What follows belongs to an exercise in optimizing a design on an open flow for small area, a short achievable clock period and few clock cycles per item; a production flow would make more cautious choices. The RTL was checked by simulation tests, not by an equivalence proof against the original design. In runs 1 and 3 to 8 the design's own scripts or RTL, not TritonCTS, make the clock network. No driver is modelled on the clock port, so clock power and skew are understated where the tree is cut down; a real chip needs a root buffer or a tree. Power and IR drop assume default switching activity.

**flow/flow/run.sh**
```bash
#!/bin/bash
# Standard ORFS layout with two changes:
#  - port buffers are buf_1 cells (buffer_ports otherwise picks
#    clkdlybuf4s50_1, a slow delay cell);
#  - the clock tree is built by flow/cts.tcl (two buffer levels) instead of
#    TritonCTS (three levels), which lowers the clock latency.
# Each step's full output goes to make_<step>.log here; ORFS's own logs are
# under orfs/logs.
set -euo pipefail
here=$(pwd)
export CTREE_TCL=$here/flow/ctree.tcl
A=(BUFFER_PORTS_ARGS="-buffer_cell sky130_fd_sc_hd__buf_1")
bash standard.sh "${A[@]}" place > make_place.log 2>&1
bash standard.sh "${A[@]}" run RUN_SCRIPT="$here/flow/cts.tcl" RUN_LOG_NAME_STEM=4_1_cts > make_cts.log 2>&1
bash standard.sh "${A[@]}" finish > make_finish.log 2>&1
```
**flow/flow/ctree.tcl**
```tcl
# Custom two-level clock tree: the clock port drives NMID buffers, each of
# which drives NLEAF/NMID leaf buffers; each leaf drives one cluster of
# flip-flops. Clusters come from splitting the sinks into equal-count
# columns by x, then each column into equal-count groups by y.
proc ctree_build {clk_port nmid_x nmid_y nleaf_x nleaf_y mid_cell leaf_cell} {
  set block [ord::get_db_block]
  set net [[$block findBTerm $clk_port] getNet]
  set sinks {}
  foreach it [$net getITerms] {
    set inst [$it getInst]
    set bb [$inst getBBox]
    set x [expr {([$bb xMin] + [$bb xMax]) / 2}]
    set y [expr {([$bb yMin] + [$bb yMax]) / 2}]
    lappend sinks [list $x $y [$inst getName] [[$it getMTerm] getName]]
  }
  set n [llength $sinks]
  puts "ctree: $n sinks"
  # split into nmid_x*nleaf_x columns, then each into nmid_y*nleaf_y rows
  set ncol [expr {$nmid_x * $nleaf_x}]
  set nrow [expr {$nmid_y * $nleaf_y}]
  set byx [lsort -integer -index 0 $sinks]
  set leaves {}
  for {set c 0} {$c < $ncol} {incr c} {
    set lo [expr {($c * $n) / $ncol}]
    set hi [expr {(($c + 1) * $n) / $ncol - 1}]
    set col [lsort -integer -index 1 [lrange $byx $lo $hi]]
    set m [llength $col]
    for {set r 0} {$r < $nrow} {incr r} {
      set lo2 [expr {($r * $m) / $nrow}]
      set hi2 [expr {(($r + 1) * $m) / $nrow - 1}]
      lappend leaves [list $c $r [lrange $col $lo2 $hi2]]
    }
  }
  set site_w 460
  set row_h 2720
  # leaf buffers
  set li 0
  array set mids {}
  foreach lf $leaves {
    lassign $lf c r members
    set sx 0; set sy 0
    foreach s $members { incr sx [lindex $s 0]; incr sy [lindex $s 1] }
    set cx [expr {$sx / [llength $members]}]
    set cy [expr {$sy / [llength $members]}]
    set name "ctree_leaf_$li"
    set nname "ctree_leafnet_$li"
    make_instance $name $leaf_cell
    odb::dbNet_create $block $nname
    foreach s $members {
      set pin "[lindex $s 2]/[lindex $s 3]"
      disconnect_pin $clk_port $pin
      connect_pin $nname $pin
    }
    connect_pin $nname $name/X
    set inst [$block findInst $name]
    $inst setLocation [expr {($cx / $site_w) * $site_w}] [expr {($cy / $row_h) * $row_h}]
    $inst setPlacementStatus PLACED
    [$block findNet $nname] setSigType CLOCK
    set mx [expr {$c / $nleaf_x}]
    set my [expr {$r / $nleaf_y}]
    lappend mids($mx,$my) [list $name $cx $cy]
    incr li
  }
  # mid buffers
  set mi 0
  foreach key [lsort [array names mids]] {
    set sx 0; set sy 0
    foreach l $mids($key) { incr sx [lindex $l 1]; incr sy [lindex $l 2] }
    set k [llength $mids($key)]
    set cx [expr {$sx / $k}]; set cy [expr {$sy / $k}]
    set name "ctree_mid_$mi"
    set nname "ctree_midnet_$mi"
    make_instance $name $mid_cell
    odb::dbNet_create $block $nname
    foreach l $mids($key) { connect_pin $nname [lindex $l 0]/A }
    connect_pin $nname $name/X
    connect_pin $clk_port $name/A
    set inst [$block findInst $name]
    $inst setLocation [expr {($cx / $site_w) * $site_w}] [expr {($cy / $row_h) * $row_h}]
    $inst setPlacementStatus PLACED
    [$block findNet $nname] setSigType CLOCK
    incr mi
  }
  $net setSigType CLOCK
  puts "ctree: $li leaf buffers, $mi mid buffers"
}
```
**flow/flow/cts.tcl**
```tcl
# ORFS's cts.tcl with TritonCTS replaced by a two-level clock tree built by
# ctree.tcl (clock port -> 4 buffers -> 16 leaf buffers -> flip-flops).
utl::set_metrics_stage "cts__{}"
source $::env(SCRIPTS_DIR)/load.tcl
erase_non_stage_variables cts
load_design 3_place.odb 3_place.sdc

repair_clock_inverters

set_dont_use $::env(DONT_USE_CELLS)

source $::env(CTREE_TCL)
ctree_build clk 2 2 2 2 sky130_fd_sc_hd__clkbuf_16 sky130_fd_sc_hd__clkbuf_16
set_propagated_clock [all_clocks]

estimate_parasitics -placement

set_placement_padding -global \
  -left $::env(CELL_PAD_IN_SITES_DETAIL_PLACEMENT) \
  -right $::env(CELL_PAD_IN_SITES_DETAIL_PLACEMENT)
detailed_placement
estimate_parasitics -placement

repair_timing_helper
detailed_placement
check_placement -verbose

report_clock_latency
report_metrics 4 "cts final"

orfs_write_db $::env(RESULTS_DIR)/4_1_cts.odb
orfs_write_sdc $::env(RESULTS_DIR)/4_cts.sdc
```
**flow/standard.sh**
```bash
#!/bin/bash
# synth_recipe.tcl (not shown) runs the flow's synth.tcl, then flattens the netlist and writes it again
# the make line also repeats each setting of config.mk as NAME=value (left out here)
make -C /OpenROAD-flow-scripts/flow DESIGN_CONFIG=/design/flow/config.mk WORK_HOME=/design/flow/orfs CLKGATE_MAP_FILE= SYNTH_SCRIPT=/design/flow/synth_recipe.tcl "${@:-finish}"
```
**flow/config.mk**
```make
export PLATFORM = sky130hd
export DESIGN_NAME = sys
export DESIGN_NICKNAME = sys
export VERILOG_FILES = /design/flow/design.v
export SDC_FILE = /design/flow/constraint.sdc
export NUM_CORES = 4
export LEC_CHECK = 0
export CAP_MARGIN = 20
export CORE_MARGIN = 2
export CORE_UTILIZATION = 65
export PLACE_DENSITY = 0.8
export SETUP_SLACK_MARGIN = 1.9
export SLEW_MARGIN = 20
```
**flow/constraint.sdc**
```tcl
create_clock -name core_clock -period 3.2 [get_ports {clk}]
set_input_delay 0.6400 -clock core_clock [delete_from_list [all_inputs] [get_ports {clk}]]
set_output_delay 0.6400 -clock core_clock [all_outputs]
set_load 0.01 [all_outputs]
```
**flow/design.v**
```verilog
module sys (
	clk,
	reset,
	addr,
	din,
	dout,
	req,
	wr,
	rdy,
	seed0,
	seed1,
	seed2,
	seed3,
	range
);
input           clk, reset;
input   [63:0]  din;
output  [63:0]  dout;
output  [63:0]  addr;
input   [63:0]  seed0, seed1, seed2, seed3;
output          req;
output          wr;
input           rdy;
input   [63:0]  range;
reg     [63:0]  s0, s1, s2, s3;      
reg             wr_n;                
reg     [3:0]   k_n;                 
reg             rr;                  
reg     [15:0]  h;                   
reg     [18:0]  xc;                  
localparam [15:0] X0 = 16'h0404;
localparam [15:0] X1 = 16'h0808;
localparam [15:0] X2 = 16'h0ef1;
localparam [15:0] X3 = 16'h1010;
localparam [15:0] X4 = 16'h1ae5;
localparam [15:0] X5 = 16'h1de2;
localparam [15:0] X6 = 16'h2020;
localparam [15:0] X7 = 16'h2b2b;
localparam [15:0] X8 = 16'h35ca;
localparam [15:0] X9 = 16'h4040;
localparam [15:0] X10 = 16'h43bc;
localparam [15:0] X11 = 16'h46b9;
localparam [15:0] X12 = 16'h4d4d;
localparam [15:0] X13 = 16'h5353;
localparam [15:0] X14 = 16'h5656;
localparam [15:0] X15 = 16'h5959;
localparam [15:0] X16 = 16'h5ca3;
localparam [15:0] X17 = 16'h728d;
localparam [15:0] X18 = 16'h7887;
reg     [63:0]  addr_r;
reg     [63:0]  dout_r;
reg             req_r;
reg             wr_r;
reg     [6:0]   gq;                  
wire    [63:0]  xpat;
assign xpat[0] = xc[7];
assign xpat[1] = xc[0];
assign xpat[2] = xc[16];
assign xpat[3] = xc[10];
assign xpat[4] = xc[14];
assign xpat[5] = xc[1];
assign xpat[6] = xc[11];
assign xpat[7] = xc[18];
assign xpat[8] = xc[13];
assign xpat[9] = xc[3];
assign xpat[10] = xc[17];
assign xpat[11] = xc[2];
assign xpat[12] = xc[15];
assign xpat[13] = xc[6];
assign xpat[14] = xc[4];
assign xpat[15] = xc[5];
assign xpat[16] = xc[0];
assign xpat[17] = xc[16];
assign xpat[18] = xc[10];
assign xpat[19] = xc[14];
assign xpat[20] = xc[1];
assign xpat[21] = xc[11];
assign xpat[22] = xc[18];
assign xpat[23] = xc[13];
assign xpat[24] = xc[3];
assign xpat[25] = xc[17];
assign xpat[26] = xc[2];
assign xpat[27] = xc[15];
assign xpat[28] = xc[6];
assign xpat[29] = xc[4];
assign xpat[30] = xc[5];
assign xpat[31] = xc[12];
assign xpat[32] = xc[16];
assign xpat[33] = xc[10];
assign xpat[34] = xc[14];
assign xpat[35] = xc[1];
assign xpat[36] = xc[11];
assign xpat[37] = xc[18];
assign xpat[38] = xc[13];
assign xpat[39] = xc[3];
assign xpat[40] = xc[17];
assign xpat[41] = xc[2];
assign xpat[42] = xc[15];
assign xpat[43] = xc[6];
assign xpat[44] = xc[4];
assign xpat[45] = xc[5];
assign xpat[46] = xc[12];
assign xpat[47] = xc[9];
assign xpat[48] = xc[10];
assign xpat[49] = xc[14];
assign xpat[50] = xc[1];
assign xpat[51] = xc[11];
assign xpat[52] = xc[18];
assign xpat[53] = xc[13];
assign xpat[54] = xc[3];
assign xpat[55] = xc[17];
assign xpat[56] = xc[2];
assign xpat[57] = xc[15];
assign xpat[58] = xc[6];
assign xpat[59] = xc[4];
assign xpat[60] = xc[5];
assign xpat[61] = xc[12];
assign xpat[62] = xc[9];
assign xpat[63] = xc[8];
wire    [63:0]  cur;
genvar          i;
integer         c;
generate
	for (i = 0; i < 4; i = i + 1) begin : g_cur
		assign cur[16*i +: 16] =
			(s0[16*i +: 16] & {16{h[4*i]}})   | (s1[16*i +: 16] & {16{h[4*i+1]}}) |
			(s2[16*i +: 16] & {16{h[4*i+2]}}) | (s3[16*i +: 16] & {16{h[4*i+3]}});
	end
endgenerate
wire    [63:0]  carry;
generate
	for (i = 0; i < 64; i = i + 1) begin : g_carry
		if (i < 8)
			assign carry[i] = &{1'b1, din[i - i%8 +: 8] | (8'hff << (i%8))};
		else
			assign carry[i] = &gq[i/8-1:0] & &(din[i - i%8 +: 8] | (8'hff << (i%8)));
	end
	for (i = 0; i < 7; i = i + 1) begin : g_gq
		always @(posedge clk)
			gq[i] <= &din[8*i+7:8*i];
	end
endgenerate
always @(posedge clk) begin
	if (reset) begin
		s0 <= seed0;
		s1 <= seed1;
		s2 <= seed2;
		s3 <= seed3;
	end
	if (reset) begin
		wr_n <= 1'b0;
		k_n  <= 4'd0;
	end
	else if (rdy) begin
		wr_n <= ~wr_n;
		if (!wr_n && h[3])
			k_n <= k_n + 4'd1;
	end
	rr     <= ~reset & rdy & ~wr_n;
	for (c = 0; c < 4; c = c + 1)
		if (reset)
			h[4*c +: 4] <= 4'b0001;
		else if (rr)
			h[4*c +: 4] <= {h[4*c +: 3], h[4*c+3]};
	xc[0] <= X0[k_n];
	xc[1] <= X1[k_n];
	xc[2] <= X2[k_n];
	xc[3] <= X3[k_n];
	xc[4] <= X4[k_n];
	xc[5] <= X5[k_n];
	xc[6] <= X6[k_n];
	xc[7] <= X7[k_n];
	xc[8] <= X8[k_n];
	xc[9] <= X9[k_n];
	xc[10] <= X10[k_n];
	xc[11] <= X11[k_n];
	xc[12] <= X12[k_n];
	xc[13] <= X13[k_n];
	xc[14] <= X14[k_n];
	xc[15] <= X15[k_n];
	xc[16] <= X16[k_n];
	xc[17] <= X17[k_n];
	xc[18] <= X18[k_n];
	req_r  <= ~reset;
	wr_r   <= wr_n;
	addr_r <= (cur ^ xpat) & range;
	dout_r <= din ^ carry;
end
assign req  = req_r;
assign wr   = wr_r;
assign addr = addr_r;
assign dout = dout_r;
endmodule
```
==> results of run 1 <==
==> cells in the final DEF, fill, tap and decap left out, drive strengths merged, types with 14 or more instances in the layout <==
cell      n
mux2i    19
nand3    18
buf     541
dfxtp   178
a22o    128
and3b    64
diode    14
o21ai    69
nand4    16
nand2    20
xor2     33
ha       19
inv      20
xnor2    27
clkbuf   23
nor3     87
edfxtp  256
nor2     28
==> power by group through the flow <==
stage / clock, mW / combinational, mW / sequential (mW)
6_report: 2.65 / 0.940 / 6.56
5_1_grt: 2.85 / 1.01 / 6.59
4_1_cts: 2.65 / 0.906 / 6.54
3_5_place_dp: 0 / 0.796 / 6.65
3_3_place_gp: 0 / 0.764 / 6.64
2_1_floorplan: 0 / 0.344 / 6.61
==> registers in the layout, summed over array words and instances (netlist names) <==
signal / flops
addr_r: 64
dout_r: 64
s0: 64
s1: 64
s2: 64
s3: 64
xc: 19
h: 16
gq: 7
k_n: 4
req_r: 1
rr: 1
wr_n: 1
wr_r: 1
==> worst register-to-register path, cell delays in order (launching register included) <==
cell,delay [ns]
dfxtp_4,0.41
nand4_4,0.16
buf_4,0.23
nor3_2,0.25
xor2_1,0.23
==> worst min path at each step <==
| stage | end | slack (ns) | cells after the start |
|---|---|---|---|
| finish | wr_r$_DFF_P_ | 0.39 | 0 |
| global route | wr_r$_DFF_P_ | 0.40 | 0 |
| CTS | wr_r$_DFF_P_ | 0.40 | 0 |
| detailed placement | wr_r$_DFF_P_ | 0.38 | 0 |
| global placement | wr_r$_DFF_P_ | 0.38 | 0 |
| floorplan | wr_r$_DFF_P_ | 0.37 | 0 |
==> per-layer routing <==
metal  vias up  part of all wire [%]  wire (µm)  track usage (%)
met1      5371                    34      15290            38.40
met2       647                    51      22610            58.04
met4         0                   5.2       2333            14.83
met5         -                     0          0                0
li1       5076                     -          -                -
met3       131                   9.7       4302            7.841
==> cells by family (layout without fill, tap and decap cells) <==
group	Yosys count	in the layout	synth area share (%)
other	0	14	0
xor gates and xnor gates	60	60	3.362
adders and majority gates	19	19	1.521
and+or+nand+nor	258	258	10.18
DFF	434	434	71.97
muxes	19	19	1.217
AOI/OAI and AO/OA	210	210	9.893
buffers and inverters	63	584	1.857
==> cell usage after synthesis, types with 2 or more instances <==
| cell | n | area, µm² |
|---|---|---|
| ha_1 | 19 | 237.7 |
| nor3_1 | 87 | 435.4 |
| and3b_1 | 64 | 560.5 |
| edfxtp_1 | 256 | 7687 |
| and3_1 | 6 | 37.54 |
| nand4_1 | 15 | 93.84 |
| a21oi_1 | 7 | 35.03 |
| nor4_1 | 2 | 12.51 |
| and2_1 | 3 | 18.77 |
| inv_1 | 20 | 75.07 |
| nand2b_1 | 4 | 25.02 |
| dfxtp_1 | 178 | 3563 |
| xor2_1 | 33 | 289.0 |
| buf_2 | 37 | 185.2 |
| nor2_1 | 28 | 105.1 |
| a21boi_0 | 3 | 22.52 |
| nand2_1 | 20 | 75.07 |
| or3_1 | 2 | 12.51 |
| o21ai_0 | 69 | 345.3 |
| mux2i_1 | 19 | 190.2 |
| clkbuf_1 | 5 | 18.77 |
| nor4_4 | 3 | 63.81 |
| nand3_1 | 17 | 85.08 |
| xnor2_1 | 27 | 236.5 |
| a22o_1 | 128 | 1121 |
==> cell type report <==
class                           instances  area, µm²
Buffer                                 20      500.5
Antenna cell                           14      35.03
Sequential cell                       434      11430
Fill cell                            1261       3859
Tap cell                              319      399.1
Multi-Input combinational cell        566       4303
Inverter                               20      82.58
Timing Repair Buffer                  544       2930
==> metrics by stage <==
stage | hold WS, ns | cells | setup WS, ns | area [µm²] | total power [mW]
6_report | 0.3932 | 1917 | 1.740 | 19680 | 10.15
5_1_grt | 0.4006 | 1912 | 1.710 | 19670 | 10.45
3_5_place_dp | 0.3837 | 1865 | 1.243 | 17950 | 7.450
3_3_place_gp | 0.3810 | 1865 | 1.270 | 17950 | 7.401
2_1_floorplan | 0.3710 | 1063 | 1.843 | 15700 | 6.955
==> repair_timing <==
item | CTS | global route
pin swaps | 4 | 10
gates resized for setup | 305 | 97
setup endpoints to repair | 475 | 202
buffers inserted | 12 | 6
==> flow_summary.yaml, run 1 <==
cts:
  holdBufCountCts: 0
  clk_latency_ns: 0.33
  clkTransAtPathRegs_ns: 0.10
critical_path:
  cpMaxStageDelayCell: "dfxtp_4"
  endpoint_kind: "output pin"
  path_buf_inv: 1
  crit_chain: "buf_6"
  max_stage_delay_ns: 0.38
  critical_path.endpoint: "addr[43]"
  crit_start: "addr_r[43]$_DFF_P_"
  crit_path_max_fanout: 1
  rr_worst_depth: 4
  cp.depth: 1
  crit_required_ns: 2.56
  worstPathArrival_ns: 0.82
  startpoint_type: "flip-flop"
  ff2ff_setup_slack_ns: 1.83
  cp_top_family: "flip-flops"
  r2r-end: "dout_r[45]$_DFF_P_"
  rr_startpoint: "gq[0]$_DFF_P_"
  critPathKind: "reg2out"
floorplanning:
  rows: 56
  num_io_pins: 517
  die_h_um: 159.1
  die_area_um2: 25310
  initial_core_util_pct: 66.40
  core_area_um2: 23540
  die_width_um: 159.1
sta:
  worstMarginPinSlew_ns: 0.5098
  rsz0062_at_grt: "true"
  finalHoldViolCount: 0
  slew_headroom_pct: 66.02
  slew_viol_final: 0
  layout_min_cycle_time_ns: 1.460
  setup_tns_ns: 0
  fin_crit_sh_pct: 45.61
  max_freq_mhz: 685.1
  final.setup_skew_ns: 0.01532
  final-setup-viol-count: 0
global_routing:
  antenna_found_initial: 12
  overflow: 0
  grt_pass1_wl_um: 62980
  grt_max_degree: 51
  grt_use_total_pct: 32.91
  grt_pass1_vias: 10910
job:
  max_cap_viol_count: 0
power_and_ir_drop:
  vdd_drop_max_uv: 464.3
  clkPwrFrac_pct: 26.1
  sw_frac_of_total_pct: 21.41
  powerDensity_nw_per_um2: 515.6
  internal-power_mw: 7.976
  switchingPower_mw: 2.172
  power.leakage_nw: 7.378
  comb_power_share_pct: 9.3
  seq_power_share_pct: 64.6
detailed_routing:
  drtIter0Drc: 921
  drt_wl_total_um: 44540
  drtAntennaViolNets: 0
  drcViolationCount: 0
  via_per_inst: 5.856
  drt-wirelength-per-cell_um: 23.23
  num_vias: 11230
  drt_pass1_iterations: 5
final_layout:
  synthToLayoutAreaGrowth_pct: 25.92
  nets: 1992
  drive_above_1_share_pct: 20.33
  fin_util_pct: 83.61
worst_hold_path:
  holdCritPathClass: "reg2reg"
  hp-start: "wr_n$_SDFFE_PP0P_"
status:
  status: "complete, no violations"
logic_synthesis:
  syn_nets: 1469
  postSynthCellCount: 1063
  synthArstFlopShare_pct: 0
  avgSynthCellArea_um2: 14.71
  synth_edf_count: 256
  yosys_warnings: 1
  synthFlopType: "edfxtp_1"
  ys_types: 36
  yosysSeqAreaShare_pct: 71.97
  yosys_register_bits: 434
  synth_area_um2: 15630
placement:
  port_buffers: 516
  place_hpwl_um: 31800
  place_congestion: 0.9072
Testbench counts, summed over its fixed seeds: cycles 128,027, items 16,000.
==> run 2: changes to the inputs <==
--- a/flow/config.mk
+++ b/flow/config.mk
@@ -8,6 +8,6 @@
 export CAP_MARGIN = 20
 export CORE_MARGIN = 2
-export CORE_UTILIZATION = 65
-export PLACE_DENSITY = 0.8
+export CORE_UTILIZATION = 75
+export PLACE_DENSITY = 0.85
 export SETUP_SLACK_MARGIN = 1.9
 export SLEW_MARGIN = 20
==> run 2 against run 1 <==
  * The run now fails in global routing
  * Synthesized cell count unchanged
  * Synthesized area is the same
==> flow_summary.yaml, run 2 <==
logic_synthesis:
  synthArstFlopShare_pct: 0
  synth_top_family_by_area: "simple AND/OR/NAND/NOR gates"
  synth.mux.area_fraction_pct: 1.217
  synth_area_um2: 15630
  synth_fa_ha_area_share_pct: 1.521
  avgSynthCellArea_um2: 14.71
  synth-simple-area-share_pct: 10.18
  synthTopCellsByArea: "edfxtp_1 (49%), dfxtp_1 (23%), a22o_1 (7.2%)"
  synth_edf_count: 256
  yosysMostFrequentCell: "edfxtp_1"
  yosys_warnings: 1
  postSynthCellCount: 1063
  synthFlopType: "edfxtp_1"
  synth-compound-area-share_pct: 9.893
  yosys.area.top_type: "edfxtp_1"
  yosysSeqAreaShare_pct: 71.97
  syn_nets: 1469
  synth_top_area_share_pct: 49.18
  yosys_register_bits: 434
  synthXorXnorAreaFrac_pct: 3.362
  synthTopCellsByCount: "edfxtp_1 (256), dfxtp_1 (178), a22o_1 (128), nor3_1 (87), o21ai_0 (69)"
  ys_types: 36
placement:
  port_buffers: 516
  place_hpwl_um: 33890
  place_area_um2: 17830
  place_congestion: 0.8793
status:
  error: "[ERROR GRT-0232] Routing congestion too high. Check the congestion heatmap in the GUI."
  status: "stopped before the end"
  stop_stage: "global routing"
floorplanning:
  rows: 52
  die_width_um: 148.4
  initial_core_util_pct: 76.76
  die_h_um: 148.4
  num_io_pins: 517
global_routing:
  overflow: 1199
  grt_use_total_pct: 98.87
  grt_max_degree: 54
sta:
  grt_repair_worst_endpoint: "addr[31]"
  worst-ep-kind: "top-level output"
cts:
  holdBufCountCts: 0
run 2: cell counts after synthesis:
No cell type changed its count.
run 2: timing repair:
item | 4_1_cts
gates resized for setup | 339
cloned | 2
endpoints found under the setup margin | 457
pin swaps | 5
setup buffers | 10
run 2: stage by stage:
stage	hold WS, ns	worst slack, ns	power [mW]	std cells
after detailed placement	0.3860	1.359	7.466	1812
after global placement	0.3788	1.376	7.390	1812
after floorplan	0.3710	1.843	6.955	1063
run 2: cell families after synthesis:
| group | Yosys count |
|---|---|
| AOI/OAI and AO/OA | 210 |
| xor gates and xnor gates | 60 |
| adders and majority gates | 19 |
| buffers and inverters | 63 |
| DFF | 434 |
| muxes | 19 |
| and+or+nand+nor | 258 |
run 2: worst min-delay path by stage:
stage / startpoint / slack [ns] / end
4_1_cts: wr_n$_SDFFE_PP0P_ / 0.40 / wr_r$_DFF_P_
2_1_floorplan: wr_n$_SDFFE_PP0P_ / 0.37 / wr_r$_DFF_P_
3_5_place_dp: wr_n$_SDFFE_PP0P_ / 0.39 / wr_r$_DFF_P_
3_3_place_gp: wr_n$_SDFFE_PP0P_ / 0.38 / wr_r$_DFF_P_
run 2: power by group through the flow:
stage | sequential (mW) | combinational (mW) | clock [mW]
CTS | 6.56 | 0.952 | 2.63
detailed placement | 6.66 | 0.805 | 0
floorplan | 6.61 | 0.344 | 0
global placement | 6.63 | 0.756 | 0
run 2: per-layer routing:
metal / GRT overflow / track usage [%]
met1: 3 / 89.54
met3: 10 / 82.06
met5: 4 / 53.18
met4: 424 / 117.4
met2: 758 / 117.0
==> run 3: changes to the inputs <==
--- a/flow/config.mk
+++ b/flow/config.mk
@@ -8,6 +8,6 @@
 export CAP_MARGIN = 20
 export CORE_MARGIN = 2
-export CORE_UTILIZATION = 75
-export PLACE_DENSITY = 0.85
-export SETUP_SLACK_MARGIN = 1.9
+export CORE_UTILIZATION = 70
+export PLACE_DENSITY = 0.8
+export SETUP_SLACK_MARGIN = 1.75
 export SLEW_MARGIN = 20
==> run 3 against run 2 <==
  * The run now finishes clean
  * Synthesized area unchanged
  * Synthesized cell count did not move
==> flow_summary.yaml, run 3 <==
logic_synthesis:
  synthTopCellsByArea: "edfxtp_1 (49%), dfxtp_1 (23%), a22o_1 (7.2%)"
  synth_fa_ha_area_share_pct: 1.521
  yosys.area.top_type: "edfxtp_1"
  synth_edf_count: 256
  synth-compound-area-share_pct: 9.893
  synth-simple-area-share_pct: 10.18
  synthFlopType: "edfxtp_1"
  synthArstFlopShare_pct: 0
  yosysMostFrequentCell: "edfxtp_1"
  synthTopCellsByCount: "edfxtp_1 (256), dfxtp_1 (178), a22o_1 (128), nor3_1 (87), o21ai_0 (69)"
  postSynthCellCount: 1063
  synth_top_family_by_area: "simple AND/OR/NAND/NOR gates"
  synth.mux.area_fraction_pct: 1.217
  yosys_warnings: 1
  avgSynthCellArea_um2: 14.71
  synth_top_area_share_pct: 49.18
  synth_area_um2: 15630
  yosysSeqAreaShare_pct: 71.97
  syn_nets: 1469
  ys_types: 36
  synthXorXnorAreaFrac_pct: 3.362
  yosys_register_bits: 434
sta:
  slew_viol_final: 0
  rsz0062_at_grt: "true"
  final.setup_skew_ns: 0.01543
  fin_crit_sh_pct: 45.97
  timing.final.ws_setup_ns: 1.729
  slew_headroom_pct: 58.14
  finalHoldViolCount: 0
  whs_ns: 0.4160
  worstMarginPinSlew_ns: 0.6271
  setup_tns_ns: 0
  layout_min_cycle_time_ns: 1.471
  max_freq_mhz: 679.8
  final-setup-viol-count: 0
floorplanning:
  rows: 54
  core_area_um2: 21890
  num_io_pins: 517
  die_width_um: 153.4
  initial_core_util_pct: 71.41
  die_h_um: 153.4
  die_area_um2: 23540
global_routing:
  overflow: 0
  grt_pass1_wl_um: 63540
  grt_use_total_pct: 35.61
  grt_pass1_vias: 11260
  grt_max_degree: 69
  antenna_found_initial: 12
power_and_ir_drop:
  power.total_mw: 10.09
  powerDensity_nw_per_um2: 536.0
  vdd_drop_max_uv: 474.7
  power.leakage_nw: 7.084
critical_path:
  crit_chain: "a22o_1 -> o21ai_0 -> and3b_1"
  worstPathArrival_ns: 1.69
  r2r-end: "addr_r[30]$_DFF_P_"
  crit_path_max_fanout: 18
  cpMaxStageDelayCell: "dfxtp_2"
  path_buf_inv: 0
  cp_top_family: "flip-flops"
  max_stage_delay_ns: 0.66
  critPathKind: "reg2reg"
  rr_worst_depth: 3
  ff2ff_setup_slack_ns: 1.73
  endpoint_kind: "flip-flop"
  startpoint_type: "flip-flop"
  crit_required_ns: 3.42
  rr_startpoint: "h[4]$_SDFFE_PP1P_"
detailed_routing:
  drcViolationCount: 0
  via_per_inst: 6.168
  drt_pass1_iterations: 5
  drt-wirelength-per-cell_um: 24.41
  num_vias: 11480
  drtAntennaViolNets: 0
  drt_wl_total_um: 45430
  drtIter0Drc: 1200
final_layout:
  instances_no_fill: 1861
  fin_area_um2: 18820
  most-common-layout-cells: "buf_1 (398), edfxtp_1 (256), a22o_1 (128), dfxtp_1 (120), nor3_1 (87)"
  fin_util_pct: 85.99
  fillers: 1104
  nets: 1978
  drive_above_1_share_pct: 14.33
  final_common_cell: "buf_1"
  synthToLayoutAreaGrowth_pct: 20.41
placement:
  pre_cts_ws_ns: 1.143
  place_congestion: 0.9187
  port_buffers: 516
  place_area_um2: 17820
  dp_cells: 1823
  place_hpwl_um: 32490
status:
  status: "complete, no violations"
worst_hold_path:
  hold_depth: 0
  holdCritPathClass: "reg2reg"
  hp-start: "wr_n$_SDFFE_PP0P_"
  min_to: "wr_r$_DFF_P_"
job:
  max_cap_viol_count: 0
cts:
  clk_latency_ns: 0.33
  clkTransAtPathRegs_ns: 0.10
  holdBufCountCts: 0
run 3: area by class of cell:
cell class                      count  area [µm²]  share of cell area [%]
Antenna cell                       11       27.53                  0.1462
Buffer                             20       500.5                   2.659
Inverter                           20       75.07                  0.3988
Multi-Input combinational cell    567        4159                   22.10
Sequential cell                   434       11340                   60.22
Tap cell                          280       350.3                   1.861
Timing Repair Buffer              529        2375                   12.62
run 3: where the power goes:
group / switching, mW / leakage (nW) / internal (mW)
sequential: 0.209 / 4.00 / 6.34
combinational: 0.446 / 2.84 / 0.427
clock: 1.53 / 0.247 / 1.14
run 3: worst max-delay path by stage:
stage / start / to / slack, ns / depth (start not counted)
after floorplan: k_n[1]$_SDFFE_PP0P_ / xc[4]$_DFF_P_ / 1.75 / 6
after global placement: gq[0]$_DFF_P_ / dout_r[41]$_DFF_P_ / 1.25 / 5
after detailed placement: gq[0]$_DFF_P_ / dout_r[41]$_DFF_P_ / 1.14 / 5
after CTS: addr_r[44]$_DFF_P_ / addr[44] / 1.75 / 1
after global routing: h[6]$_SDFFE_PP0P_ / addr_r[30]$_DFF_P_ / 1.71 / 3
final: h[4]$_SDFFE_PP1P_ / addr_r[30]$_DFF_P_ / 1.73 / 3
run 3: cell families (layout without fill, tap and decap cells):
group / Yosys count / after routing
AO/OA/AOI/OAI: 210 / 210
XOR/XNOR: 60 / 60
adder cells (fa/ha/maj): 19 / 19
buffers and inverters: 63 / 569
flip-flops: 434 / 434
multiplexers: 19 / 19
other: 0 / 11
AND/OR/NAND/NOR: 258 / 259
run 3: per-layer routing:
| layer | GRT usage [%] | up-vias | share of wire, % |
|---|---|---|---|
| met4 | 15.95 | 4 | 5.7 |
| met3 | 8.563 | 160 | 10 |
| met1 | 40.44 | 5530 | 33 |
| met5 | 0 | - | 0.059 |
| met2 | 63.99 | 752 | 51 |
| li1 | - | 5033 | - |
run 3: timing repair:
| item | in CTS | in global routing |
|---|---|---|
| setup endpoints to repair | 395 | 118 |
| pin swaps | 1 | 2 |
| buffers inserted | 4 | 2 |
| gates resized for setup | 111 | 105 |
| gates cloned | 1 | 0 |
==> run 4: changes to the inputs <==
--- a/flow/config.mk
+++ b/flow/config.mk
@@ -8,6 +8,6 @@
 export CAP_MARGIN = 20
 export CORE_MARGIN = 2
-export CORE_UTILIZATION = 70
-export PLACE_DENSITY = 0.8
+export CORE_UTILIZATION = 65
+export PLACE_DENSITY = 0.9
 export SETUP_SLACK_MARGIN = 1.75
 export SLEW_MARGIN = 20
==> run 4 against run 3 <==
  * Via count down 0.36%
  * Sequential share of layout area down 0.53 points
  * Register-to-register slack improved by 0.03 ns
  * Design area grew 1.1%
  * Clock skew shrank 0.0042 ns
  * Critical path depth shrank 2
  * Fmax shrank 0.21%
  * Cell count up 2.3%
  * Worst setup slack got worse by 0.0031 ns
  * Wire length fell by 0.12%
  * Worst hold slack lost 0.011 ns
  * Synthesized cell count unchanged
  * Critical path type is now reg2out
  * Critical endpoint is now addr[55]
  * Largest power group unchanged
==> flow_summary.yaml, run 4 <==
status:
  status: "complete, no violations"
sta:
  rsz0062_at_grt: "true"
  fin_crit_sh_pct: 46.07
  max_freq_mhz: 678.3
  layout_min_cycle_time_ns: 1.474
  finalHoldViolCount: 0
  slew_viol_final: 0
  worstMarginPinSlew_ns: 0.6242
  slew_headroom_pct: 58.33
  whs_ns: 0.4055
  final-setup-viol-count: 0
  setup_tns_ns: 0
  final.setup_skew_ns: 0.01118
global_routing:
  grt_use_total_pct: 33.92
  antenna_found_initial: 12
  grt_pass1_vias: 11540
  overflow: 0
  grt_pass1_wl_um: 65330
  grt_max_degree: 68
floorplanning:
  initial_core_util_pct: 66.40
  die_width_um: 159.1
  core_area_um2: 23540
  die_area_um2: 25310
  die_h_um: 159.1
  num_io_pins: 517
  rows: 56
critical_path:
  crit_start: "addr_r[55]$_DFF_P_"
  cp.depth: 1
  ff2ff_setup_slack_ns: 1.76
  crit_path_max_fanout: 1
  max_stage_delay_ns: 0.38
  crit_required_ns: 2.56
  endpoint_kind: "output pin"
  startpoint_type: "flip-flop"
  critPathKind: "reg2out"
  crit_chain: "buf_6"
  worstPathArrival_ns: 0.83
  rr_worst_depth: 5
  cpMaxStageDelayCell: "dfxtp_4"
  critical_path.endpoint: "addr[55]"
  path_buf_inv: 1
  cp_top_family: "flip-flops"
  r2r-end: "xc[4]$_DFF_P_"
  rr_startpoint: "k_n[0]$_SDFFE_PP0P_"
logic_synthesis:
  avgSynthCellArea_um2: 14.71
  synth_top_area_share_pct: 49.18
  synth_top_family_by_area: "simple AND/OR/NAND/NOR gates"
  synthTopCellsByCount: "edfxtp_1 (256), dfxtp_1 (178), a22o_1 (128), nor3_1 (87), o21ai_0 (69)"
  synth_edf_count: 256
  postSynthCellCount: 1063
  ys_types: 36
  syn_nets: 1469
  yosys_register_bits: 434
  synth_area_um2: 15630
  synthArstFlopShare_pct: 0
  synth.mux.area_fraction_pct: 1.217
  synth_fa_ha_area_share_pct: 1.521
  yosysSeqAreaShare_pct: 71.97
  synthFlopType: "edfxtp_1"
  synth-compound-area-share_pct: 9.893
  synthXorXnorAreaFrac_pct: 3.362
  yosys_warnings: 1
  synth-simple-area-share_pct: 10.18
  yosys.area.top_type: "edfxtp_1"
  yosysMostFrequentCell: "edfxtp_1"
  synthTopCellsByArea: "edfxtp_1 (49%), dfxtp_1 (23%), a22o_1 (7.2%)"
placement:
  place_congestion: 0.9645
  port_buffers: 516
  place_hpwl_um: 32770
cts:
  clk_latency_ns: 0.33
  clkTransAtPathRegs_ns: 0.10
  holdBufCountCts: 0
final_layout:
  final_common_cell: "buf_1"
  nets: 1978
  fillers: 1305
  multi_input_area_um2: 4153
  most-common-layout-cells: "buf_1 (391), edfxtp_1 (256), a22o_1 (128), dfxtp_1 (105), nor3_1 (86)"
  regArea_um2: 11360
  synthToLayoutAreaGrowth_pct: 21.79
  drive_above_1_share_pct: 15.67
power_and_ir_drop:
  power.leakage_nw: 7.151
  powerDensity_nw_per_um2: 531.2
  vdd_drop_max_uv: 430.7
detailed_routing:
  drtAntennaViolNets: 0
  drt_pass1_iterations: 5
  via_per_inst: 6.007
  num_vias: 11440
  drcViolationCount: 0
  drt_wl_total_um: 45380
  drt-wirelength-per-cell_um: 23.83
  drtIter0Drc: 1160
job:
  max_cap_viol_count: 0
worst_hold_path:
  holdCritPathClass: "reg2reg"
-- run 4: cell counts after synthesis --
Identical to the previous run, type by type.
-- run 4: layer usage --
metal	GRT usage, %	wire [µm]	vias to the layer above
met5	0	13	-
met4	19.01	2919	2
met3	7.111	4171	177
met2	60.73	23260	751
met1	37.78	15020	5462
li1	-	-	5046
-- run 4: how the worst min path moves through the flow --
stage	from	end	slack, ns	cells after the start
CTS	wr_n$_SDFFE_PP0P_	wr_r$_DFF_P_	0.40	0
finish	wr_n$_SDFFE_PP0P_	wr_r$_DFF_P_	0.41	0
floorplan	wr_n$_SDFFE_PP0P_	wr_r$_DFF_P_	0.37	0
detailed placement	wr_n$_SDFFE_PP0P_	wr_r$_DFF_P_	0.39	0
global route	wr_n$_SDFFE_PP0P_	wr_r$_DFF_P_	0.42	0
global placement	wr_n$_SDFFE_PP0P_	wr_r$_DFF_P_	0.38	0
-- run 4: kinds of logic (layout without fill, tap and decap cells) --
family	count (synthesis)	in the layout
simple gates	258	259
mux	19	19
other cells	0	15
xor+xnor	60	60
fa+ha+maj	19	19
buf+inv	63	569
compound gates	210	210
flops	434	434
-- run 4: where the power goes --
part	leakage [nW]	internal (mW)	switching [mW]	total, mW
Clock	0.247	1.14	1.54	2.68
Combinational	2.90	0.444	0.442	0.886
Sequential	4.00	6.34	0.211	6.55
-- run 4: area by class of cell --
class / count / area share [%]
antenna: 15 / 0.1971
sequential: 434 / 59.69
tap: 319 / 2.096
inverter: 20 / 0.3943
multi-input combinational: 567 / 21.81
timing repair buffer: 529 / 13.18
buffer: 20 / 2.629
-- run 4: timing repair --
item | CTS | global route
setup endpoints to repair | 382 | 106
setup buffers | 3 | 5
gates cloned | 1 | 0
pin swaps | 1 | 1
resized for setup | 145 | 125
-- run 4: metrics by stage --
| step | setup WS (ns) | instances | total power, mW | util [%] | cell area [µm²] |
|---|---|---|---|---|---|
| 6_report | 1.726 | 1904 | 10.11 | 80.87 | 19040 |
| 5_1_grt | 1.702 | 1900 | 10.42 | 80.83 | 19030 |
| 3_5_place_dp | 1.179 | 1860 | 7.453 | 75.85 | 17860 |
| 3_3_place_gp | 1.260 | 1860 | 7.392 | 75.85 | 17860 |
| 2_1_floorplan | 1.754 | 1063 | 6.954 | - | 15650 |
==> run 5: changes to the inputs <==
--- a/flow/config.mk
+++ b/flow/config.mk
@@ -8,6 +8,6 @@
 export CAP_MARGIN = 20
 export CORE_MARGIN = 2
-export CORE_UTILIZATION = 65
-export PLACE_DENSITY = 0.9
+export CORE_UTILIZATION = 60
+export PLACE_DENSITY = 0.75
 export SETUP_SLACK_MARGIN = 1.75
 export SLEW_MARGIN = 20
==> run 5 against run 4 <==
  * Synthesized area unchanged
  * Worst hold slack got worse by 0.0030 ns
  * Register-to-register slack about the same
  * Utilization fell by 6.8 points
  * Worst setup slack worse by 0.00073 ns
  * Largest cell class unchanged
  * Wire length decreased by 8.5%
  * Synthesized cell count is the same
  * Critical path type unchanged
  * Combinational power is 2% lower
  * Critical path depth unchanged
  * First-iteration DRC count is 7.2% lower
  * Die area increased by 8.1%
==> flow_summary.yaml, run 5 <==
status:
  status: "complete, no violations"
logic_synthesis:
  synthFlopType: "edfxtp_1"
  postSynthCellCount: 1063
  synth_area_um2: 15630
  synth_top_area_share_pct: 49.18
  yosysMostFrequentCell: "edfxtp_1"
  yosys_register_bits: 434
  yosysSeqAreaShare_pct: 71.97
  ys_types: 36
  synthTopCellsByCount: "edfxtp_1 (256), dfxtp_1 (178), a22o_1 (128), nor3_1 (87), o21ai_0 (69)"
  synthArstFlopShare_pct: 0
  synthTopCellsByArea: "edfxtp_1 (49%), dfxtp_1 (23%), a22o_1 (7.2%)"
  synth_edf_count: 256
  yosys.area.top_type: "edfxtp_1"
  avgSynthCellArea_um2: 14.71
  syn_nets: 1469
  yosys_warnings: 1
detailed_routing:
  via_per_inst: 5.650
  num_vias: 10830
  drt-wirelength-per-cell_um: 21.66
  drt_wl_total_um: 41520
  drcViolationCount: 0
  drtIter0Drc: 1077
  drtAntennaViolNets: 0
  drt_pass1_iterations: 5
worst_hold_path:
  holdCritPathClass: "reg2reg"
critical_path:
  max_stage_delay_ns: 0.38
  startpoint_type: "flip-flop"
  ff2ff_setup_slack_ns: 1.75
  cp.depth: 1
  r2r-end: "xc[4]$_DFF_P_"
  path_buf_inv: 1
  crit_required_ns: 2.56
  critPathKind: "reg2out"
  worstPathArrival_ns: 0.83
  crit_start: "dout_r[56]$_DFF_P_"
  crit_path_max_fanout: 1
  cpMaxStageDelayCell: "dfxtp_4"
  crit_chain: "buf_6"
  rr_startpoint: "k_n[0]$_SDFFE_PP0P_"
  rr_worst_depth: 5
  cp_top_family: "flip-flops"
  endpoint_kind: "output pin"
  critical_path.endpoint: "dout[56]"
global_routing:
  grt_use_total_pct: 28.45
  grt_pass1_wl_um: 57800
  grtUsageMet2_pct: 49.81
  grt_max_degree: 82
  grt_pass1_vias: 10220
  overflow: 0
  busiest_layer: "met2"
  grtUsageMet3_pct: 5.594
  met1_usage_pct: 36.11
  antenna_found_initial: 5
final_layout:
  most-common-layout-cells: "buf_1 (386), edfxtp_1 (256), a22o_1 (128), dfxtp_1 (94), nor3_1 (85)"
  fin_util_pct: 74.02
  final_common_cell: "buf_1"
  fillers: 1715
  nets: 1983
  synthToLayoutAreaGrowth_pct: 22.35
  drive_above_1_share_pct: 17.08
  multi_input_area_um2: 4141
  regArea_um2: 11370
placement:
  place_congestion: 0.8321
  pre_cts_ws_ns: 1.331
  place_hpwl_um: 30470
  port_buffers: 516
sta:
  slew_headroom_pct: 60.54
  finalHoldViolCount: 0
  rsz0062_at_grt: "true"
  max_freq_mhz: 678.0
  layout_min_cycle_time_ns: 1.475
  slew_viol_final: 0
  final.setup_skew_ns: 0.01857
  fin_crit_sh_pct: 46.09
  worstMarginPinSlew_ns: 0.5911
  setup_tns_ns: 0
  final-setup-viol-count: 0
  timing.final.ws_setup_ns: 1.725
floorplanning:
  initial_core_util_pct: 60.50
  num_io_pins: 517
  core_area_um2: 25840
  die_area_um2: 27360
  die_width_um: 165.4
  die_h_um: 165.4
  rows: 59
cts:
  clkTransAtPathRegs_ns: 0.11
  clk_latency_ns: 0.34
  holdBufCountCts: 0
power_and_ir_drop:
  powerDensity_nw_per_um2: 527.0
  power.leakage_nw: 7.189
  vdd_drop_max_uv: 495.6
job:
  max_cap_viol_count: 0
[run 5: cell counts after synthesis]
No cell type changed its count.
[run 5: power breakdown]
| part | switching, mW | internal, mW |
|---|---|---|
| clock | 1.53 | 1.14 |
| sequential | 0.202 | 6.34 |
| combinational | 0.415 | 0.456 |
[run 5: final cells by class]
cell class              instances  area share, %
repair buffers                535          13.58
diodes                          7        0.09159
flip-flops and latches        434          59.45
well taps                     335          2.192
multi-input cells             566          21.65
inverters                      20         0.4121
plain buffers                  20          2.617
[run 5: worst min path at each step]
stage	slack [ns]	from	endpoint	depth (start not counted)
after floorplan	0.37	wr_n$_SDFFE_PP0P_	wr_r$_DFF_P_	0
after global placement	0.38	wr_n$_SDFFE_PP0P_	wr_r$_DFF_P_	0
after detailed placement	0.39	wr_n$_SDFFE_PP0P_	wr_r$_DFF_P_	0
after CTS	0.40	wr_n$_SDFFE_PP0P_	wr_r$_DFF_P_	0
after global routing	0.42	wr_n$_SDFFE_PP0P_	wr_r$_DFF_P_	0
final	0.40	wr_n$_SDFFE_PP0P_	wr_r$_DFF_P_	0
[run 5: metal layers]
metal  wire length [µm]  vias to the layer above
met2              20860                      506
met1              15520                     5190
met5                 29                        -
li1                   -                     5042
met4               1298                        4
met3               3806                       89
[run 5: stage by stage]
stage / power, mW / hold slack, ns / instances / area [µm²]
3_3_place_gp: 7.390 / 0.3815 / 1878 / 17870
6_report: 10.08 / 0.4024 / 1917 / 19130
5_1_grt: 10.41 / 0.4193 / 1913 / 19120
3_5_place_dp: 7.430 / 0.3871 / 1878 / 17870
2_1_floorplan: 6.954 / 0.3710 / 1063 / 15650
[run 5: kinds of logic after synthesis]
logic type,after synthesis,share of synthesized area [%]
adder cells (fa/ha/maj),19,1.521
AO/OA/AOI/OAI,210,9.893
XOR/XNOR,60,3.362
buffers and inverters,63,1.857
flip-flops,434,71.97
multiplexers,19,1.217
AND/OR/NAND/NOR,258,10.18
[run 5: repair_timing]
item	4_1_cts	5_1_grt
buffers inserted	3	8
pin swaps	1	2
setup endpoints to repair	335	129
resized for setup	130	177
gates cloned	1	0
==> run 6: changes to the inputs <==
--- a/flow/config.mk
+++ b/flow/config.mk
@@ -8,6 +8,6 @@
 export CAP_MARGIN = 20
 export CORE_MARGIN = 2
-export CORE_UTILIZATION = 60
-export PLACE_DENSITY = 0.75
-export SETUP_SLACK_MARGIN = 1.75
+export CORE_UTILIZATION = 65
+export PLACE_DENSITY = 0.8
+export SETUP_SLACK_MARGIN = 1.68
 export SLEW_MARGIN = 20
==> run 6 against run 5 <==
  * Still clean
  * Via count rose by 1.5%
  * Sequential power is essentially flat
  * Global-route usage grew 3.8 points
  * Sequential cell count is the same
  * Cell count down 1.2%
  * Clock skew decreased by 0.0074 ns
  * Worst hold slack lost 0.00054 ns
  * Design area down 3.3%
  * First-iteration DRC count down 22%
  * Register-to-register slack about the same
  * Synthesized area unchanged
  * Fmax fell by 1.7%
  * Largest cell class unchanged
  * Highest routed layer unchanged
==> flow_summary.yaml, run 6 <==
placement:
  place_hpwl_um: 32300
  port_buffers: 516
  pre_cts_ws_ns: 1.300
  place_congestion: 0.9434
logic_synthesis:
  ys_types: 36
  postSynthCellCount: 1063
  synth-simple-area-share_pct: 10.18
  synth-compound-area-share_pct: 9.893
  synth_top_area_share_pct: 49.18
  yosysMostFrequentCell: "edfxtp_1"
  synthTopCellsByArea: "edfxtp_1 (49%), dfxtp_1 (23%), a22o_1 (7.2%)"
  synthXorXnorAreaFrac_pct: 3.362
  avgSynthCellArea_um2: 14.71
  synth_edf_count: 256
  synth_fa_ha_area_share_pct: 1.521
  synth.mux.area_fraction_pct: 1.217
  synthArstFlopShare_pct: 0
  synthTopCellsByCount: "edfxtp_1 (256), dfxtp_1 (178), a22o_1 (128), nor3_1 (87), o21ai_0 (69)"
  yosys_register_bits: 434
  yosys.area.top_type: "edfxtp_1"
  synth_top_family_by_area: "simple AND/OR/NAND/NOR gates"
  synth_area_um2: 15630
  yosysSeqAreaShare_pct: 71.97
  synthFlopType: "edfxtp_1"
  yosys_warnings: 1
  syn_nets: 1469
power_and_ir_drop:
  powerDensity_nw_per_um2: 538.3
  power.leakage_nw: 6.718
  vdd_drop_max_uv: 417.5
final_layout:
  multi_input_area_um2: 4106
  synthToLayoutAreaGrowth_pct: 18.29
  final_common_cell: "buf_1"
  regArea_um2: 11290
  most-common-layout-cells: "buf_1 (496), edfxtp_1 (256), dfxtp_1 (151), a22o_1 (128), nor3_1 (87)"
  fillers: 1462
  nets: 1976
  drive_above_1_share_pct: 5.548
detailed_routing:
  via_per_inst: 5.805
  num_vias: 10990
  drtAntennaViolNets: 0
  drtIter0Drc: 844
  drt-wirelength-per-cell_um: 22.30
  routed.top_layer: "met5"
  drt-met1-wl_um: 14940
  drt_pass1_iterations: 5
  dr_wl_met2_um: 21640
  drt_wl_total_um: 42240
  drcViolationCount: 0
  wl_met3_um: 3820
global_routing:
  overflow: 0
  grt_pass1_wl_um: 62140
  grt_max_degree: 77
  grt_use_total_pct: 32.29
  grt_pass1_vias: 10830
  antenna_found_initial: 7
critical_path:
  cp_top_family: "flip-flops"
  cpMaxStageDelayCell: "dfxtp_1"
  critPathKind: "reg2out"
  worstPathArrival_ns: 0.86
  endpoint_kind: "output pin"
  crit_chain: "buf_1"
  crit_path_max_fanout: 1
  crit_required_ns: 2.56
  startpoint_type: "flip-flop"
  path_buf_inv: 1
  max_stage_delay_ns: 0.33
sta:
  timing.final.ws_setup_ns: 1.699
  slew_headroom_pct: 60.24
  worstMarginPinSlew_ns: 0.5956
  setup_tns_ns: 0
  final-setup-viol-count: 0
  layout_min_cycle_time_ns: 1.501
  fin_crit_sh_pct: 46.90
  slew_viol_final: 0
  rsz0062_at_grt: "true"
  final.setup_skew_ns: 0.01116
  max_freq_mhz: 666.4
  finalHoldViolCount: 0
floorplanning:
  rows: 56
  die_area_um2: 25310
  die_width_um: 159.1
  initial_core_util_pct: 66.40
  num_io_pins: 517
  core_area_um2: 23540
  die_h_um: 159.1
status:
  status: "complete, no violations"
worst_hold_path:
  holdCritPathClass: "reg2reg"
cts:
  clkTransAtPathRegs_ns: 0.10
  clk_latency_ns: 0.33
  holdBufCountCts: 0
job:
  max_cap_viol_count: 0
run 6: changes by cell type in the layout (fill, tap and decap cells not counted), moves of 3 or more:
cell / previous run / this run
buf_1: 386 / 496
buf_2: 47 / 8
buf_4: 24 / 9
buf_6: 43 / 0
clkbuf_2: 31 / 11
dfxtp_1: 94 / 151
dfxtp_2: 78 / 23
ha_1: 16 / 19
run 6: area by class of cell:
type                    count  area share, %
well taps                 319          2.158
diodes                      7        0.09473
multi-input cells         566          22.21
flip-flops and latches    434          61.08
inverters                  20         0.4060
repair buffers            528          11.35
plain buffers              20          2.707
run 6: stage by stage:
step	cell area [µm²]	hold slack, ns	cells	util, %	power (mW)
after floorplan	15640	0.3710	1063	-	6.953
after global placement	17840	0.3782	1861	75.78	7.387
after detailed placement	17840	0.3848	1861	75.78	7.438
after global routing	18480	0.4093	1890	78.50	10.28
final	18490	0.4019	1894	78.54	9.953
run 6: power by group:
part | switching [mW] | internal (mW) | leakage (nW)
logic | 0.422 | 0.373 | 2.48
clock network | 1.50 | 1.13 | 0.247
registers | 0.194 | 6.33 | 3.99
run 6: worst paths after layout:
path | startpoint | endpoint | slack, ns | cells after the start
worst max-delay path | addr_r[33]$_DFF_P_ | addr[33] | 1.70 | 1
worst min register to register | wr_n$_SDFFE_PP0P_ | wr_r$_DFF_P_ | 0.40 | 0
worst max register to register | k_n[1]$_SDFFE_PP0P_ | xc[4]$_DFF_P_ | 1.74 | 5
worst min-delay path | wr_n$_SDFFE_PP0P_ | wr_r$_DFF_P_ | 0.40 | 0
run 6: cell families after synthesis:
logic type               count (synthesis)
AO/OA/AOI/OAI                          210
AND/OR/NAND/NOR                        258
XOR/XNOR                                60
multiplexers                            19
flip-flops                             434
adder cells (fa/ha/maj)                 19
buffers and inverters                   63
run 6: what timing repair did:
item	CTS	global route
setup buffers	5	1
pin swaps	1	1
hold endpoints to repair	0	0
setup endpoints to repair	300	30
gates resized for setup	32	21
run 6: routing by layer:
| layer | track usage (%) | vias to the layer above |
|---|---|---|
| met2 | 58.70 | 549 |
| met4 | 11.86 | 6 |
| li1 | - | 5022 |
| met1 | 37.41 | 5308 |
| met5 | 0 | - |
| met3 | 7.476 | 109 |
==> run 7: changes to the inputs <==
--- a/flow/config.mk
+++ b/flow/config.mk
@@ -10,4 +10,4 @@
 export CORE_UTILIZATION = 65
 export PLACE_DENSITY = 0.8
-export SETUP_SLACK_MARGIN = 1.68
+export SETUP_SLACK_MARGIN = 1.82
 export SLEW_MARGIN = 20
==> run 7 against run 6 <==
  * Clock power about the same
  * Clock skew rose by 0.0028 ns
  * Still clean
  * Register-to-register slack improved by 0.10 ns
  * Critical path depth unchanged
  * Via count up 2.2%
  * Die area unchanged
  * Design area increased by 5.2%
  * Combinational power rose by 17%
  * Fmax increased by 2.5%
  * Cell count up 1.1%
  * Wire length increased by 4.7%
==> flow_summary.yaml, run 7 <==
power_and_ir_drop:
  powerDensity_nw_per_um2: 521.9
  power.leakage_nw: 7.278
  vdd_drop_max_uv: 422.9
  power.total_mw: 10.15
sta:
  setup_tns_ns: 0
  worstMarginPinSlew_ns: 0.6353
  fin_crit_sh_pct: 45.76
  slew_headroom_pct: 57.59
  timing.final.ws_setup_ns: 1.736
  layout_min_cycle_time_ns: 1.464
  whs_ns: 0.4033
  final-setup-viol-count: 0
  slew_viol_final: 0
  finalHoldViolCount: 0
  max_freq_mhz: 682.9
  final.setup_skew_ns: 0.01393
  rsz0062_at_grt: "true"
global_routing:
  grt_pass1_wl_um: 62820
  grt_pass1_vias: 11100
  overflow: 0
  grt_use_total_pct: 32.75
  grt_max_degree: 93
  antenna_found_initial: 15
worst_hold_path:
  holdCritPathClass: "reg2reg"
  hp-start: "wr_n$_SDFFE_PP0P_"
  min_to: "wr_r$_DFF_P_"
  hold_depth: 0
cts:
  clkTransAtPathRegs_ns: 0.10
  clk_latency_ns: 0.33
floorplanning:
  rows: 56
  core_area_um2: 23540
  die_area_um2: 25310
  initial_core_util_pct: 66.40
  die_h_um: 159.1
  num_io_pins: 517
  die_width_um: 159.1
critical_path:
  rr_startpoint: "h[14]$_SDFFE_PP0P_"
  endpoint_kind: "output pin"
  cpMaxStageDelayCell: "dfxtp_4"
  rr_worst_depth: 3
  critPathKind: "reg2out"
  cp_top_family: "flip-flops"
  cp.depth: 1
  path_buf_inv: 1
  r2r-end: "addr_r[60]$_DFF_P_"
  crit_required_ns: 2.56
  crit_path_max_fanout: 1
  crit_chain: "buf_6"
  max_stage_delay_ns: 0.38
  worstPathArrival_ns: 0.82
  ff2ff_setup_slack_ns: 1.84
  startpoint_type: "flip-flop"
detailed_routing:
  drtIter0Drc: 968
  drcViolationCount: 0
  drtAntennaViolNets: 0
  drt-wirelength-per-cell_um: 23.11
  via_per_inst: 5.873
  num_vias: 11240
  drt_wl_total_um: 44240
  drt_pass1_iterations: 5
logic_synthesis:
  synth_top_area_share_pct: 49.18
  synthFlopType: "edfxtp_1"
  yosys_register_bits: 434
  synthArstFlopShare_pct: 0
  yosys.area.top_type: "edfxtp_1"
  ys_types: 36
  synthTopCellsByCount: "edfxtp_1 (256), dfxtp_1 (178), a22o_1 (128), nor3_1 (87), o21ai_0 (69)"
  synth_edf_count: 256
  synth_area_um2: 15630
  yosysSeqAreaShare_pct: 71.97
  yosysMostFrequentCell: "edfxtp_1"
  synthTopCellsByArea: "edfxtp_1 (49%), dfxtp_1 (23%), a22o_1 (7.2%)"
  avgSynthCellArea_um2: 14.71
  postSynthCellCount: 1063
  syn_nets: 1469
  yosys_warnings: 1
final_layout:
  synthToLayoutAreaGrowth_pct: 24.43
  drive_above_1_share_pct: 18.81
  nets: 1987
  most-common-layout-cells: "buf_1 (385), edfxtp_1 (256), a22o_1 (128), dfxtp_2 (83), dfxtp_1 (81)"
  final_common_cell: "buf_1"
  fillers: 1292
  fin_util_pct: 82.62
placement:
  place_hpwl_um: 31770
  pre_cts_ws_ns: 1.283
  place_congestion: 0.9059
  port_buffers: 516
job:
  max_cap_viol_count: 0
status:
  status: "complete, no violations"
run 7: cell counts after synthesis:
Identical to the previous run, type by type.
run 7: cell families (layout without fill, tap and decap cells):
group | Yosys count | count (layout) | synth area share (%)
flip-flops | 434 | 434 | 71.97
AND/OR/NAND/NOR | 258 | 258 | 10.18
AO/OA/AOI/OAI | 210 | 210 | 9.893
buffers and inverters | 63 | 579 | 1.857
XOR/XNOR | 60 | 60 | 3.362
adder cells (fa/ha/maj) | 19 | 19 | 1.521
multiplexers | 19 | 19 | 1.217
other | 0 | 16 | 0
run 7: area by class of cell:
| type | instances | area (µm²) | share of cell area, % |
|---|---|---|---|
| diodes | 16 | 40.04 | 0.2058 |
| plain buffers | 20 | 500.5 | 2.573 |
| inverters | 20 | 77.57 | 0.3988 |
| multi-input cells | 566 | 4185 | 21.52 |
| flip-flops and latches | 434 | 11410 | 58.65 |
| well taps | 319 | 399.1 | 2.052 |
| repair buffers | 539 | 2841 | 14.61 |
run 7: how the worst max path moves through the flow:
stage,to,from,slack (ns)
global route,addr[63],addr_r[63]$_DFF_P_,1.71
floorplan,xc[4]$_DFF_P_,k_n[0]$_SDFFE_PP0P_,1.80
finish,addr[63],addr_r[63]$_DFF_P_,1.74
detailed placement,dout_r[54]$_DFF_P_,gq[0]$_DFF_P_,1.28
global placement,s3[36]$_DFFE_PP_,reset,1.36
CTS,addr[41],addr_r[41]$_DFF_P_,1.73
run 7: report_power, final:
group	internal, mW	switching (mW)	total [mW]
logic	0.495	0.434	0.929
clock network	1.14	1.52	2.66
registers	6.34	0.224	6.57
run 7: metal layers:
layer	global-route usage, %	share of wire [%]
met2	57.67	51
met3	5.887	8.6
met1	38.43	35
met5	0	0
met4	17.48	5.9
run 7: repair_timing:
| item | CTS | global route |
|---|---|---|
| pin swaps | 1 | 5 |
| hold buffers | 0 | 0 |
| endpoints found under the setup margin | 426 | 205 |
| cloned | 1 | 1 |
| buffers inserted | 10 | 5 |
| gates resized for setup | 277 | 65 |
run 7: per-stage QoR:
step,cells,cell area [µm²]
after floorplan,1063,15660
after detailed placement,1861,17860
after global routing,1912,19450
after global placement,1861,17860
final,1914,19450
==> run 8: changes to the inputs <==
--- a/flow/config.mk
+++ b/flow/config.mk
@@ -10,4 +10,4 @@
 export CORE_UTILIZATION = 65
 export PLACE_DENSITY = 0.8
-export SETUP_SLACK_MARGIN = 1.82
+export SETUP_SLACK_MARGIN = 1.75
 export SLEW_MARGIN = 20
==> run 8 against run 7 <==
  * Worst hold slack better by 0.0012 ns
  * Die area stayed put
  * Clock power hardly changed
  * Cell count is 0.42% lower
  * Sequential power hardly changed
  * Still clean
  * Utilization is 2.2 points lower
  * Synthesized cell count stayed put
  * Sequential share of layout area is 1.3 points higher
  * Combinational power is 8.1% lower
  * Synthesized area stayed put
==> flow_summary.yaml, run 8 <==
status:
  status: "complete, no violations"
placement:
  place_hpwl_um: 31530
  port_buffers: 516
  dp_cells: 1863
  place_congestion: 0.9252
  pre_cts_ws_ns: 1.235
logic_synthesis:
  ys_types: 36
  synth_area_um2: 15630
  synthTopCellsByCount: "edfxtp_1 (256), dfxtp_1 (178), a22o_1 (128), nor3_1 (87), o21ai_0 (69)"
  yosys_warnings: 1
  postSynthCellCount: 1063
  synth_top_area_share_pct: 49.18
  synth-compound-area-share_pct: 9.893
  synth_top_family_by_area: "simple AND/OR/NAND/NOR gates"
  synthArstFlopShare_pct: 0
  avgSynthCellArea_um2: 14.71
  synth_edf_count: 256
  yosys_register_bits: 434
  synthXorXnorAreaFrac_pct: 3.362
  synthTopCellsByArea: "edfxtp_1 (49%), dfxtp_1 (23%), a22o_1 (7.2%)"
  synthFlopType: "edfxtp_1"
  synth_fa_ha_area_share_pct: 1.521
  syn_nets: 1469
  synth-simple-area-share_pct: 10.18
  yosysSeqAreaShare_pct: 71.97
  synth.mux.area_fraction_pct: 1.217
  yosys.area.top_type: "edfxtp_1"
  yosysMostFrequentCell: "edfxtp_1"
sta:
  max_freq_mhz: 684.2
  slew_headroom_pct: 57.73
  layout_min_cycle_time_ns: 1.462
  setup_tns_ns: 0
  fin_crit_sh_pct: 45.67
  finalHoldViolCount: 0
  final-setup-viol-count: 0
  rsz0062_at_grt: "true"
  worstMarginPinSlew_ns: 0.6333
  timing.final.ws_setup_ns: 1.738
  final.setup_skew_ns: 0.01310
  slew_viol_final: 0
worst_hold_path:
  hold_depth: 0
  holdCritPathClass: "reg2reg"
critical_path:
  cp_top_family: "flip-flops"
  cpMaxStageDelayCell: "dfxtp_1"
  critical_path.endpoint: "addr[54]"
  max_stage_delay_ns: 0.35
  r2r-end: "xc[4]$_DFF_P_"
  path_buf_inv: 1
  startpoint_type: "flip-flop"
  crit_required_ns: 2.56
  rr_worst_depth: 5
  endpoint_kind: "output pin"
  rr_startpoint: "k_n[0]$_SDFFE_PP0P_"
  cp.depth: 1
  crit_path_max_fanout: 1
  ff2ff_setup_slack_ns: 1.78
  crit_start: "addr_r[54]$_DFF_P_"
  critPathKind: "reg2out"
  worstPathArrival_ns: 0.82
  crit_chain: "buf_4"
detailed_routing:
  num_vias: 11060
  drcViolationCount: 0
  drt_pass1_iterations: 5
  drt_wl_total_um: 42540
  drtAntennaViolNets: 0
  drtIter0Drc: 1232
  via_per_inst: 5.804
  drt-wirelength-per-cell_um: 22.32
global_routing:
  overflow: 0
  grt_pass1_wl_um: 62650
  grt_pass1_vias: 11270
  antenna_found_initial: 11
  grt_max_degree: 79
  grt_use_total_pct: 32.36
final_layout:
  synthToLayoutAreaGrowth_pct: 21.04
  final_common_cell: "buf_1"
  multi_input_area_um2: 4156
  nets: 1981
  drive_above_1_share_pct: 15.00
  instances_no_fill: 1906
  regArea_um2: 11340
  fillers: 1406
  most-common-layout-cells: "buf_1 (394), edfxtp_1 (256), a22o_1 (128), dfxtp_1 (118), nor3_1 (87)"
floorplanning:
  die_h_um: 159.1
  num_io_pins: 517
  die_area_um2: 25310
  rows: 56
  die_width_um: 159.1
  core_area_um2: 23540
  initial_core_util_pct: 66.40
power_and_ir_drop:
  vdd_drop_max_uv: 387.4
  power.leakage_nw: 7.106
  power.total_mw: 10.03
  powerDensity_nw_per_um2: 530.2
cts:
  clkTransAtPathRegs_ns: 0.10
  clk_latency_ns: 0.33
job:
  max_cap_viol_count: 0
run 8: kinds of logic after synthesis:
kind of cell,count (synthesis)
xor+xnor,60
mux,19
simple gates,258
compound gates,210
buf+inv,63
fa+ha+maj,19
flops,434
run 8: final cells by class:
| cell class | count | area share [%] |
|---|---|---|
| sequential | 434 | 59.92 |
| inverter | 20 | 0.4166 |
| multi-input combinational | 566 | 21.97 |
| buffer | 20 | 2.645 |
| tap | 319 | 2.109 |
| antenna | 14 | 0.1851 |
| timing repair buffer | 533 | 12.76 |
run 8: worst min path at each step:
stage                           start      endpoint  slack [ns]
floorplan           wr_n$_SDFFE_PP0P_  wr_r$_DFF_P_        0.37
global placement    wr_n$_SDFFE_PP0P_  wr_r$_DFF_P_        0.38
detailed placement  wr_n$_SDFFE_PP0P_  wr_r$_DFF_P_        0.39
CTS                 wr_n$_SDFFE_PP0P_  wr_r$_DFF_P_        0.40
global route        wr_n$_SDFFE_PP0P_  wr_r$_DFF_P_        0.41
finish              wr_n$_SDFFE_PP0P_  wr_r$_DFF_P_        0.40
run 8: layer usage:
metal	vias up	share of wire (%)	GRT usage, %	wire [µm]
met1	5273	35	37.65	14870
met2	608	51	57.94	21590
met3	135	8.7	5.991	3701
li1	5045	-	-	-
met4	2	5.5	15.74	2360
met5	-	0.031	0	13
run 8: metrics by stage:
step	instance area (µm²)	util [%]	hold WS (ns)
after floorplan	15650	-	0.3710
after global placement	17850	75.83	0.3807
after detailed placement	17850	75.83	0.3900
after global routing	18910	80.34	0.4146
final	18920	80.37	0.4045
run 8: what timing repair did:
| action | in CTS | in global routing |
|---|---|---|
| hold buffers | 0 | 0 |
| setup buffers | 5 | 4 |
| gates resized for setup | 119 | 117 |
| pin swaps | 1 | 3 |
| endpoints found under the setup margin | 416 | 148 |
run 8: report_power, final:
part / internal (mW) / switching (mW) / leakage [nW]
Sequential: 6.34 / 0.200 / 4.00
Combinational: 0.426 / 0.428 / 2.86
Clock: 1.13 / 1.51 / 0.247
Total: 7.90 / 2.13 / 7.11

## re-timing with driven ports
The flow's constraints put no driver on any port. The routed layouts listed below were extracted and timed again, unchanged, in two steps. Step 1, drivers: a clkbuf_16 drives clk and a buf_2 each remaining input, both assumed. Step 2 moves the port delays by t, midway between the first and last clock arrival at a register: inputs arrive t later, outputs are due t later. That takes back most of the time a late clock gives input paths. a / b / c = ideal / step 1 / step 2; a / b = the first two.
run	shift t [ns]	setup slack, ns	hold WS [ns]
run 1	0.427	1.740 / 1.633 / 1.458	0.393 / 0.393 / 0.393
run 3	0.425	1.729 / 1.642 / 1.438	0.416 / 0.396 / 0.416
run 4	0.430	1.726 / 1.622 / 1.425	0.405 / 0.389 / 0.405
run 5	0.427	1.725 / 1.624 / 1.456	0.402 / 0.392 / 0.402
run 6	0.425	1.699 / 1.595 / 1.451	0.402 / 0.396 / 0.402
run 7	0.425	1.736 / 1.634 / 1.479	0.403 / 0.393 / 0.403
run 8	0.434	1.738 / 1.628 / 1.437	0.404 / 0.383 / 0.404
After both steps setup and hold are still met in every run listed.
